This design comes from an exercise in tuning for small area and a short achievable clock period on the open sky130 flow, not from production work. Function was checked by simulation only, so behaviour that the tests miss may differ from the original. No activity file was given, so power comes from the tool's default toggle rates.

Setup of JK:
## moving_avg_top
module moving_avg_top #(
    parameter FILTER_TYPE =  0,     
    parameter WIDTH       = 16,
    parameter N           = 16,
    parameter SHIFT       =  4,
    parameter DO_ROUND    =  0,
    parameter K           =  3
)(
    input                     clk,
    input                     rst_n,
    input                     in_valid,
    input  signed [WIDTH-1:0] in_sample,
    output                    out_valid,
    output signed [WIDTH-1:0] out_sample
);
For scale: roughly 740 cells after synthesis, ~36 I/O pins, about 0.011 sq mm of cells after synthesis.
==> module mavg_pre_u, before the edit <==
module mavg_pre_u #(parameter W = 20) (
	input  [W-1:0] a,
	input  [W-1:0] b,
	output [W-1:0] u
);
	assign u = ~(a ^ b);
endmodule
==> module mavg_pre_v, before the edit <==
module mavg_pre_v #(parameter W = 20) (
	input  [W-1:0] a,
	input  [W-1:0] b,
	output [W-1:0] v
);
	assign v = a & ~b;
endmodule
==> module moving_avg_filter, before the edit <==
module moving_avg_filter #(
	parameter WIDTH = 16,
	parameter N     = 16
)(
	input                         clk,
	input                         rst_n,
	input                         in_valid,
	input      signed [WIDTH-1:0] in_sample,
	output reg                    out_valid,
	output     signed [WIDTH-1:0] out_sample
);
	localparam SHIFT = 4;
	localparam W = WIDTH + SHIFT;
	reg [WIDTH-1:0] window [0:N-2];
	reg [WIDTH-1:0] oldest;   
	reg [SHIFT-1:0] count;    
	reg             full;     
	reg [W-1:0]     sum;
	wire fills = full | (&count);   
	wire [W-1:0] b = {{SHIFT{oldest[WIDTH-1]}}, oldest};
	wire [W-1:0] c = {{SHIFT{in_sample[WIDTH-1]}}, in_sample};
	wire [W-1:0] sel1, sel0, sum_n;
	wire [W-1:0] t0;
	wire [W-1:0] u, v, sn, kn, g0, p0, gn1, pn1, g2, p2, gn3, pn3, g4, p4, gn5, pn5, next_sum;
	mavg_pre_u             u_pru (.a(sum), .b(b), .u(u));
	mavg_pre_v             u_prv (.a(sum), .b(b), .v(v));
	mavg_merge_s           u_mgs (.u(u), .c(c), .sn(sn));
	mavg_merge_k           u_mgk (.u(u), .v(v), .c(c), .kn(kn));
	mavg_prop              u_prp (.sn(sn), .kn(kn), .p(p0));
	mavg_gen               u_gen (.sn(sn), .kn(kn), .g(g0));
	mavg_tprop             u_tpr (.sn(sn), .kn(kn), .t(t0));
	mavg_ks      #(.L(1))  u_ks1 (.gi(g0),  .pi(t0),  .go(gn1), .po(pn1));
	mavg_ks      #(.L(2))  u_ks2 (.gi(gn1), .pi(pn1), .go(g2),  .po(p2));
	mavg_ks      #(.L(3))  u_ks3 (.gi(g2),  .pi(p2),  .go(gn3), .po(pn3));
	mavg_ks      #(.L(4))  u_ks4 (.gi(gn3), .pi(pn3), .go(g4),  .po(p4));
	mavg_ks      #(.L(5))  u_ks5 (.gi(g4),  .pi(p4),  .go(gn5), .po(pn5));
	mavg_presel            u_psl (.p(p0), .hn(sum_n), .en(sum_en), .a1(sel1), .a0(sel0));
	mavg_final             u_fin (.a1(sel1), .a0(sel0), .c(gn5), .y(next_sum));
	assign sum_n = ~(sum & {W{rst_n}});
	wire   sum_en = in_valid & rst_n;
	integer i;
	always @(posedge clk) begin
		sum <= next_sum;
		if (!rst_n)
			oldest <= {WIDTH{1'b0}};
		else if (in_valid)
			oldest <= fills ? window[N-2] : {WIDTH{1'b0}};
		if (in_valid) begin
			window[0] <= in_sample;
			for (i = 1; i < N-1; i = i + 1)
				window[i] <= window[i-1];
		end
	end
	always @(posedge clk or negedge rst_n) begin
		if (!rst_n) begin
			count     <= {SHIFT{1'b0}};
			full      <= 1'b0;
			out_valid <= 1'b0;
		end else begin
			out_valid <= 1'b0;
			if (in_valid) begin
				count     <= count + 1'b1;
				if (&count) full <= 1'b1;
				out_valid <= fills;
			end
		end
	end
	assign out_sample = sum[W-1:SHIFT];
endmodule
clock: 4.8 ns
lec_check: 0
cap_margin: 20
core_margin: 2
core_utilization: 40
cts_buf_list: sky130_fd_sc_hd__clkbuf_16
cts_cluster_diameter: 100
cts_cluster_size: 24
setup_slack_margin: 2.6
slew_margin: 20
synth_hierarchical: 1
standard.sh (not shown) runs the stock make flow with config.mk's settings and CLKGATE_MAP_FILE= SYNTH_SCRIPT=/design/flow/synth_recipe.tcl, a recipe that flattens the netlist after the stock synthesis.
==> flow/flow/run.sh <==
#!/bin/bash
# The standard layout (standard.sh, unchanged synthesis), except that the
# port buffers that global placement inserts are plain buf_2 cells instead of
# the delay buffers buffer_ports picks by default.
set -euo pipefail
export BUFFER_PORTS_ARGS="-buffer_cell sky130_fd_sc_hd__buf_2"
bash standard.sh > flow_make.log 2>&1
Modified inputs, MS compared to JK
diff --git a/flow/design.v b/flow/design.v
--- a/flow/design.v
+++ b/flow/design.v
@@ -1,18 +1,20 @@
-module mavg_pre_u #(parameter W = 20) (
+module mavg_pre_u #(parameter W = 20, parameter B = 16) (
 	input  [W-1:0] a,
-	input  [W-1:0] b,
+	input  [B-1:0] b,
+	input          bsn,
 	output [W-1:0] u
 );
-	assign u = ~(a ^ b);
-endmodule
-module mavg_pre_v #(parameter W = 20) (
+	assign u = {a[W-1:B] ^ {(W-B){bsn}}, ~(a[B-1:0] ^ b)};
+endmodule
+module mavg_pre_v #(parameter W = 20, parameter B = 16) (
 	input  [W-1:0] a,
-	input  [W-1:0] b,
+	input  [B-1:0] b,
+	input          bsn,
 	output [W-1:0] v
 );
-	assign v = a & ~b;
+	assign v = {a[W-1:B] & {(W-B){bsn}}, a[B-1:0] & ~b};
 endmodule
 module mavg_merge_s #(parameter W = 20) (
 	input  [W-1:0] u,
 	input  [W-1:0] c,
 	output [W-1:0] sn
@@ -118,21 +120,21 @@
 );
 	localparam SHIFT = 4;
 	localparam W = WIDTH + SHIFT;
 	reg [WIDTH-1:0] window [0:N-2];
 	reg [WIDTH-1:0] oldest;   
+	reg             oldest_sign_n;   
 	reg [SHIFT-1:0] count;    
 	reg             full;     
 	reg [W-1:0]     sum;
 	wire fills = full | (&count);   
-	wire [W-1:0] b = {{SHIFT{oldest[WIDTH-1]}}, oldest};
 	wire [W-1:0] c = {{SHIFT{in_sample[WIDTH-1]}}, in_sample};
 	wire [W-1:0] sel1, sel0, sum_n;
 	wire [W-1:0] t0;
 	wire [W-1:0] u, v, sn, kn, g0, p0, gn1, pn1, g2, p2, gn3, pn3, g4, p4, gn5, pn5, next_sum;
-	mavg_pre_u             u_pru (.a(sum), .b(b), .u(u));
-	mavg_pre_v             u_prv (.a(sum), .b(b), .v(v));
+	mavg_pre_u             u_pru (.a(sum), .b(oldest), .bsn(oldest_sign_n), .u(u));
+	mavg_pre_v             u_prv (.a(sum), .b(oldest), .bsn(oldest_sign_n), .v(v));
 	mavg_merge_s           u_mgs (.u(u), .c(c), .sn(sn));
 	mavg_merge_k           u_mgk (.u(u), .v(v), .c(c), .kn(kn));
 	mavg_prop              u_prp (.sn(sn), .kn(kn), .p(p0));
 	mavg_gen               u_gen (.sn(sn), .kn(kn), .g(g0));
 	mavg_tprop             u_tpr (.sn(sn), .kn(kn), .t(t0));
@@ -146,14 +148,17 @@
 	assign sum_n = ~(sum & {W{rst_n}});
 	wire   sum_en = in_valid & rst_n;
 	integer i;
 	always @(posedge clk) begin
 		sum <= next_sum;
-		if (!rst_n)
-			oldest <= {WIDTH{1'b0}};
-		else if (in_valid)
-			oldest <= fills ? window[N-2] : {WIDTH{1'b0}};
+		if (!rst_n) begin
+			oldest        <= {WIDTH{1'b0}};
+			oldest_sign_n <= 1'b1;
+		end else if (in_valid) begin
+			oldest        <= fills ? window[N-2] : {WIDTH{1'b0}};
+			oldest_sign_n <= ~(fills & window[N-2][WIDTH-1]);
+		end
 		if (in_valid) begin
 			window[0] <= in_sample;
 			for (i = 1; i < N-1; i = i + 1)
 				window[i] <= window[i-1];
 		end
Notes after the runs:
Remaining antenna violation count: MS vs JK identical. MS carries more flip-flops than JK. Note that the number of vias per cell after detailed routing recorded for JK amounts to 0.949 times the value seen in MS. What MS reported for well-tap cell count has to be multiplied by 1.09 to get the figure for JK. Higher post-layout instance area among JK and MS: JK. Relative to JK, MS improves static leakage. Combinational group share of total power: JK vs MS, no meaningful difference. [MS] sequential share of layout area rose 1.1 points relative to JK. A highest-utilization routing layer at the global route stage of met1 is what MS shows, while met2 belongs to JK. Comparing JK and MS, the lower peak per-stage delay on the critical path was measured on MS.

-- what the ideal ports hide --
The flow's constraints put no driver on any port. The routed layouts listed below were extracted and timed again, unchanged, in two steps.
Step 1: set_driving_cell puts a clkbuf_16 on clk and a buf_2 on each other input, an assumption about the parent block.
Step 2 adds t to the input delays and takes it off the output delays; t is the mean of the earliest and latest rising clock arrival at the registers after step 1. Input paths then give back, and output paths get back, about the clock's delay inside the block.
a / b / c = ideal / step 1 / step 2; a / b = the first two.
| run | shift t [ns] | slack for setup (ns) | hold WS [ns] | worst setup path at the end |
|---|---|---|---|---|
| JK | 0.538 | 2.672 / 2.661 / 2.152 | 0.392 / 0.376 / 0.410 | input to register |
| MS | 0.528 | 2.606 / 2.627 / 2.099 | 0.411 / 0.397 / 0.411 | input to register |
After both steps setup and hold are still met in every run listed. For JK, which loses most, drivers alone change the setup slack by -0.011 ns; drivers and shift together by -0.520 ns.
